Context: an optimization exercise on an open-source flow, tuned for small area. The choices shown serve that exercise and are no tape-out recipe. The RTL was checked by simulation tests, not by an equivalence proof against the original design. Power and IR drop assume default switching activity.

==> flow/design.v <==
`timescale 1ns / 1ps
module digital_clock_clk_gen(
    input fpga_clk,
    input rstn,
    output sec_tick,
    output scan_tick
    );
reg [3:0] c;
reg [2:0] tenth;
wire c_fb = (c[0] & ~c[3]) | (c[0] & ~c[1]) | (~c[0] & c[1] & c[3]) | (~c[0] & ~c[2]);
wire c_last = (~c[0] & ~c[2]);    
assign scan_tick = (~c[0] & c[1] & c[3]);    
assign sec_tick = c_last & ((~tenth[0] & tenth[1]));    
always @(posedge fpga_clk, negedge rstn) begin
    if (!rstn) begin
        c <= 4'd1;
        tenth <= 3'd0;
    end
    else begin
        c <= {c[2:0], c_fb};
        if (c_last) tenth <= {(tenth[0] & tenth[1]), (tenth[0]), (~tenth[2])};
    end
end
endmodule
`timescale 1ns / 1ps
module Digital_Clock(
    input clk,
    input rstn,
    input sec_tick,
    input scan_tick,
    output wire [7:0] digit,
    output wire [6:0] seg
    );
reg [3:0] so;
reg [2:0] st;
reg [3:0] mo;
reg [2:0] mt;
reg [4:0] hr;
reg [2:0] pos;
wire so_n0 = (~so[0]);
wire so_n1 = (so[0] & ~so[1] & ~so[3]) | (~so[0] & so[1]);
wire so_n2 = (so[0] & so[1] & ~so[2]) | (~so[1] & so[2]) | (~so[0] & so[2]);
wire so_n3 = (~so[0] & so[3]) | (so[0] & so[1] & so[2]);
wire so_last = (so[0] & so[3]);
wire t2 = sec_tick & so_last;
wire st_n0 = (~st[0]);
wire st_n1 = (st[0] & ~st[1] & ~st[2]) | (~st[0] & st[1]);
wire st_n2 = (st[0] & st[1]) | (~st[0] & st[2]);
wire st_last = (st[0] & st[2]);
wire t3 = t2 & st_last;
wire mo_n0 = (~mo[0]);
wire mo_n1 = (mo[0] & ~mo[1] & ~mo[3]) | (~mo[0] & mo[1]);
wire mo_n2 = (mo[0] & mo[1] & ~mo[2]) | (~mo[1] & mo[2]) | (~mo[0] & mo[2]);
wire mo_n3 = (~mo[0] & mo[3]) | (mo[0] & mo[1] & mo[2]);
wire mo_last = (mo[0] & mo[3]);
wire t4 = t3 & mo_last;
wire mt_n0 = (~mt[0]);
wire mt_n1 = (mt[0] & ~mt[1] & ~mt[2]) | (~mt[0] & mt[1]);
wire mt_n2 = (mt[0] & mt[1]) | (~mt[0] & mt[2]);
wire mt_last = (mt[0] & mt[2]);
wire t5 = t4 & mt_last;
wire h_n0 = (~hr[0]);
wire h_n1 = (hr[0] & ~hr[1] & ~hr[3]) | (~hr[0] & hr[1]) | (hr[0] & ~hr[1] & hr[2]);
wire h_n2 = (hr[0] & hr[1] & ~hr[2]) | (~hr[1] & hr[2]) | (~hr[0] & hr[2]) | (hr[0] & hr[3] & hr[4]);
wire h_n3 = (hr[0] & hr[1] & hr[2] & ~hr[3]) | (~hr[0] & hr[3]) | (~hr[1] & hr[2] & hr[3]) | (hr[3] & hr[4]);
wire h_n4 = (hr[0] & ~hr[2] & hr[3] & ~hr[4]) | (~hr[3] & hr[4]) | (~hr[0] & hr[4]);
wire hod0 = (hr[0]);
wire htd0 = (hr[4]);
wire hod1 = (hr[1]);
wire htd1 = (hr[2] & hr[3]);
wire hod2 = (hr[2] & ~hr[3]);
wire hod3 = (~hr[2] & hr[3]);
wire [7:0] sel = 8'd1 << pos;
assign digit = ~sel;
wire val0 = (sel[0] & so[0]) | (sel[1] & st[0]) | (sel[3] & mo[0]) | (sel[4] & mt[0]) | (sel[6] & hod0) | (sel[7] & htd0);
wire val1 = (sel[0] & so[1]) | (sel[1] & st[1]) | sel[2] | (sel[3] & mo[1]) | (sel[4] & mt[1]) | sel[5] | (sel[6] & hod1) | (sel[7] & htd1);
wire val2 = (sel[0] & so[2]) | (sel[1] & st[2]) | (sel[3] & mo[2]) | (sel[4] & mt[2]) | (sel[6] & hod2);
wire val3 = (sel[0] & so[3]) | sel[2] | (sel[3] & mo[3]) | sel[5] | (sel[6] & hod3);
assign seg[0] = (~val1 & ~val2 & ~val3) | (val0 & val1 & val2);
assign seg[1] = (val0 & ~val2 & ~val3) | (val1 & ~val2) | (val0 & val1);
assign seg[2] = (val0) | (~val1 & val2) | (val1 & val3);
assign seg[3] = (val0 & ~val1 & ~val2 & ~val3) | (val1 & val3) | (~val0 & ~val1 & val2) | (val0 & val1 & val2);
assign seg[4] = (~val0 & val1 & ~val2);
assign seg[5] = (val1 & val3) | (val0 & ~val1 & val2) | (~val0 & val1 & val2);
assign seg[6] = (val0 & ~val1 & ~val2 & ~val3) | (val1 & val3) | (~val0 & ~val1 & val2);
always @(posedge clk, negedge rstn) begin
    if (!rstn) begin
        so <= 4'd0;
        st <= 3'd0;
        mo <= 4'd0;
        mt <= 3'd0;
        hr <= 5'd0;
        pos <= 3'd0;
    end
    else begin
        if (sec_tick) so <= {so_n3, so_n2, so_n1, so_n0};
        if (t2) st <= {st_n2, st_n1, st_n0};
        if (t3) mo <= {mo_n3, mo_n2, mo_n1, mo_n0};
        if (t4) mt <= {mt_n2, mt_n1, mt_n0};
        if (t5) hr <= {h_n4, h_n3, h_n2, h_n1, h_n0};
        if (scan_tick) pos <= pos + 3'd1;
    end
end
endmodule
`timescale 1ns / 1ps
module TOP_Digital_Clock(
    input fpga_clk,
    input rstn,
    output wire [7:0] digit,
    output wire [6:0] seg
);
wire sec_tick;
wire scan_tick;
digital_clock_clk_gen inst_clk_gen(
    .fpga_clk(fpga_clk),
    .rstn(rstn),
    .sec_tick(sec_tick),
    .scan_tick(scan_tick)
);
Digital_Clock inst_Digital_Clock(
    .clk(fpga_clk),
    .rstn(rstn),
    .sec_tick(sec_tick),
    .scan_tick(scan_tick),
    .digit(digit),
    .seg(seg)
);
endmodule
==> flow/config.mk <==
export PLATFORM = sky130hd
export DESIGN_NAME = TOP_Digital_Clock
export DESIGN_NICKNAME = TOP_Digital_Clock
export VERILOG_FILES = /design/flow/design.v
export SDC_FILE = /design/flow/constraint.sdc
export NUM_CORES = 4
export LEC_CHECK = 0
export CAP_MARGIN = 20
export CORE_MARGIN = 2
export CORE_UTILIZATION = 40
export SLEW_MARGIN = 20
==> flow/constraint.sdc <==
create_clock -name core_clock -period 10.0 [get_ports {fpga_clk}]
set_input_delay 2.0000 -clock core_clock [delete_from_list [all_inputs] [get_ports {fpga_clk}]]
set_output_delay 2.0000 -clock core_clock [all_outputs]
set_load 0.01 [all_outputs]
standard.sh (not shown) runs the stock make flow with config.mk's settings and CLKGATE_MAP_FILE= SYNTH_SCRIPT=/design/flow/synth_recipe.tcl, a recipe that flattens the netlist after the stock synthesis.
==> flow/flow/run.sh <==
#!/bin/bash
# Own layout flow: the standard synthesis, then the combinational logic is
# re-mapped for area with ABC (flip-flops untouched), then the standard ORFS
# flow from floorplan to finish with smaller port buffers and a lighter clock tree.
set -euo pipefail
W=$(pwd)
F=$W/flow
R=$W/orfs/results/sky130hd/TOP_Digital_Clock/base
LIB=$FLOW_HOME/platforms/sky130hd/lib/sky130_fd_sc_hd__tt_025C_1v80.lib
YOSYS=$(command -v yosys || echo $FLOW_HOME/../tools/install/yosys/bin/yosys)

bash standard.sh synth > std_synth.log 2>&1
cp $R/1_2_yosys.v $W/std_netlist.v

best=""; bestarea=""
for s in $F/abc*.abc; do
  n=$(basename $s .abc)
  sed -e "s#@LIB@#$LIB#g" -e "s#@IN@#$W/std_netlist.v#" -e "s#@OUT@#$W/reopt_$n.v#" \
      -e "s#@ABC@#$s#" -e "s#@TOP@#$FLOW_TOP#" $F/reopt.ys.in > $W/reopt_$n.ys
  if $YOSYS -l $W/reopt_$n.log -q $W/reopt_$n.ys > /dev/null 2>&1; then
    a=$(grep "Chip area for module" $W/reopt_$n.log | tail -1 | awk '{print $NF}')
    if [[ -n "$a" ]] && { [[ -z "$bestarea" ]] || python3 -c "import sys; sys.exit(0 if $a < $bestarea else 1)"; }; then
      best=$n; bestarea=$a
    fi
  fi
done
echo "re-mapped netlist: $best ($bestarea um2)" | tee $W/reopt_choice.txt
if [[ -n "$best" ]]; then
  cp $W/reopt_$best.v $R/1_2_yosys.v
  touch $R/1_2_yosys.v
  rm -f $R/1_synth.odb $R/1_synth.sdc
fi

export BUFFER_PORTS_ARGS="-buffer_cell sky130_fd_sc_hd__buf_1"
export CTS_ARGS="-sink_clustering_enable -repair_clock_nets -dont_use_dummy_load -buf_list sky130_fd_sc_hd__clkbuf_4 -root_buf sky130_fd_sc_hd__clkbuf_4"
bash standard.sh finish > std_finish.log 2>&1
Other scripts of this flow, unchanged in this note and not shown: flow/flow/abc1.abc, flow/flow/abc2.abc, flow/flow/abc3.abc, flow/flow/abc4.abc, flow/flow/reopt.ys.in
Next try:
--- a/flow/design.v
+++ b/flow/design.v
@@ -5,20 +5,26 @@
     output sec_tick,
     output scan_tick
     );
-reg [3:0] c;
-reg [2:0] tenth;
-wire c_fb = (c[0] & ~c[3]) | (c[0] & ~c[1]) | (~c[0] & c[1] & c[3]) | (~c[0] & ~c[2]);
-wire c_last = (~c[0] & ~c[2]);    
-assign scan_tick = (~c[0] & c[1] & c[3]);    
-assign sec_tick = c_last & ((~tenth[0] & tenth[1]));    
+reg [3:0] cyc;     
+reg [2:0] tenth;   
+wire cyc_last = cyc[3] & cyc[0];                 
+assign scan_tick = cyc[2] & ~cyc[1] & ~cyc[0];   
+assign sec_tick  = cyc_last & tenth[2];          
 always @(posedge fpga_clk, negedge rstn) begin
     if (!rstn) begin
-        c <= 4'd1;
+        cyc   <= 4'd0;
         tenth <= 3'd0;
     end
     else begin
-        c <= {c[2:0], c_fb};
-        if (c_last) tenth <= {(tenth[0] & tenth[1]), (tenth[0]), (~tenth[2])};
+        cyc[0] <= ~cyc[0];
+        cyc[1] <= ~cyc[3] & (cyc[1] ^ cyc[0]);
+        cyc[2] <= cyc[2] ^ (cyc[1] & cyc[0]);
+        cyc[3] <= cyc[3] ? ~cyc[0] : (cyc[2] & cyc[1] & cyc[0]);
+        if (cyc_last) begin
+            tenth[0] <= ~tenth[0] & ~tenth[2];
+            tenth[1] <= tenth[1] ^ tenth[0];
+            tenth[2] <= tenth[1] & tenth[0];
+        end
     end
 end
 endmodule
@@ -35,7 +41,8 @@
 reg [2:0] st;
 reg [3:0] mo;
 reg [2:0] mt;
-reg [4:0] hr;
+reg [3:0] ho;
+reg [1:0] ht;
 reg [2:0] pos;
 wire so_n0 = (~so[0]);
 wire so_n1 = (so[0] & ~so[1] & ~so[3]) | (~so[0] & so[1]);
@@ -59,23 +66,18 @@
 wire mt_n2 = (mt[0] & mt[1]) | (~mt[0] & mt[2]);
 wire mt_last = (mt[0] & mt[2]);
 wire t5 = t4 & mt_last;
-wire h_n0 = (~hr[0]);
-wire h_n1 = (hr[0] & ~hr[1] & ~hr[3]) | (~hr[0] & hr[1]) | (hr[0] & ~hr[1] & hr[2]);
-wire h_n2 = (hr[0] & hr[1] & ~hr[2]) | (~hr[1] & hr[2]) | (~hr[0] & hr[2]) | (hr[0] & hr[3] & hr[4]);
-wire h_n3 = (hr[0] & hr[1] & hr[2] & ~hr[3]) | (~hr[0] & hr[3]) | (~hr[1] & hr[2] & hr[3]) | (hr[3] & hr[4]);
-wire h_n4 = (hr[0] & ~hr[2] & hr[3] & ~hr[4]) | (~hr[3] & hr[4]) | (~hr[0] & hr[4]);
-wire hod0 = (hr[0]);
-wire htd0 = (hr[4]);
-wire hod1 = (hr[1]);
-wire htd1 = (hr[2] & hr[3]);
-wire hod2 = (hr[2] & ~hr[3]);
-wire hod3 = (~hr[2] & hr[3]);
+wire h_n0 = (~ho[0]);
+wire h_n1 = (ho[0] & ~ho[1] & ~ho[3]) | (~ho[0] & ho[1]);
+wire h_n2 = (ho[0] & ho[1] & ~ho[2] & ~ht[1]) | (~ho[1] & ho[2]) | (~ho[0] & ho[2]);
+wire h_n3 = (~ho[0] & ho[3]) | (ho[0] & ho[1] & ho[2]);
+wire h_n4 = (ho[0] & ho[3] & ~ht[0]) | (~ho[3] & ht[0]) | (~ho[0] & ht[0]);
+wire h_n5 = (ho[0] & ho[3] & ht[0]) | (~ho[0] & ht[1]) | (~ho[1] & ht[1]);
 wire [7:0] sel = 8'd1 << pos;
 assign digit = ~sel;
-wire val0 = (sel[0] & so[0]) | (sel[1] & st[0]) | (sel[3] & mo[0]) | (sel[4] & mt[0]) | (sel[6] & hod0) | (sel[7] & htd0);
-wire val1 = (sel[0] & so[1]) | (sel[1] & st[1]) | sel[2] | (sel[3] & mo[1]) | (sel[4] & mt[1]) | sel[5] | (sel[6] & hod1) | (sel[7] & htd1);
-wire val2 = (sel[0] & so[2]) | (sel[1] & st[2]) | (sel[3] & mo[2]) | (sel[4] & mt[2]) | (sel[6] & hod2);
-wire val3 = (sel[0] & so[3]) | sel[2] | (sel[3] & mo[3]) | sel[5] | (sel[6] & hod3);
+wire val0 = (sel[0] & so[0]) | (sel[1] & st[0]) | (sel[3] & mo[0]) | (sel[4] & mt[0]) | (sel[6] & ho[0]) | (sel[7] & ht[0]);
+wire val1 = (sel[0] & so[1]) | (sel[1] & st[1]) | sel[2] | (sel[3] & mo[1]) | (sel[4] & mt[1]) | sel[5] | (sel[6] & ho[1]) | (sel[7] & ht[1]);
+wire val2 = (sel[0] & so[2]) | (sel[1] & st[2]) | (sel[3] & mo[2]) | (sel[4] & mt[2]) | (sel[6] & ho[2]);
+wire val3 = (sel[0] & so[3]) | sel[2] | (sel[3] & mo[3]) | sel[5] | (sel[6] & ho[3]);
 assign seg[0] = (~val1 & ~val2 & ~val3) | (val0 & val1 & val2);
 assign seg[1] = (val0 & ~val2 & ~val3) | (val1 & ~val2) | (val0 & val1);
 assign seg[2] = (val0) | (~val1 & val2) | (val1 & val3);
@@ -89,7 +91,8 @@
         st <= 3'd0;
         mo <= 4'd0;
         mt <= 3'd0;
-        hr <= 5'd0;
+        ho <= 4'd0;
+        ht <= 2'd0;
         pos <= 3'd0;
     end
     else begin
@@ -97,7 +100,7 @@
         if (t2) st <= {st_n2, st_n1, st_n0};
         if (t3) mo <= {mo_n3, mo_n2, mo_n1, mo_n0};
         if (t4) mt <= {mt_n2, mt_n1, mt_n0};
-        if (t5) hr <= {h_n4, h_n3, h_n2, h_n1, h_n0};
+        if (t5) begin ho <= {h_n3, h_n2, h_n1, h_n0}; ht <= {h_n5, h_n4}; end
         if (scan_tick) pos <= pos + 3'd1;
     end
 end
=> First-iteration DRC count shrinks by 37%. Power grows by 3.4%. Routed wire length grows by 9.1%. Setup slack got worse by 0.087 ns. Sequential power grows by about 3%.

-- separate check: timing with driven ports --
Ports are ideal in the flow. The routed layouts listed here were re-timed in OpenROAD.
Step 1: set_driving_cell puts a clkbuf_16 on fpga_clk and a buf_2 on each other input, an assumption about the parent block.
Step 2 moves the port delays by t, midway between the first and last clock arrival at a register: inputs arrive t later, outputs are due t later. That takes back most of the time a late clock gives input paths.
Three values: no drivers, after step 1, after step 2; two values: the first two.
| run | t (ns) | setup WS [ns] | worst setup path after step 2 | slew at the worst register clock pin (ns) | pins driven straight from the clock port |
|---|---|---|---|---|---|
| the first run | 0.340 | 5.138 / 5.117 / 5.456 | register to output | 0.09 / 0.09 | 1 |
| the second run | 0.336 | 5.051 / 5.028 / 5.364 | register to output | 0.10 / 0.10 | 1 |
After both steps setup and hold are still met in every run listed.
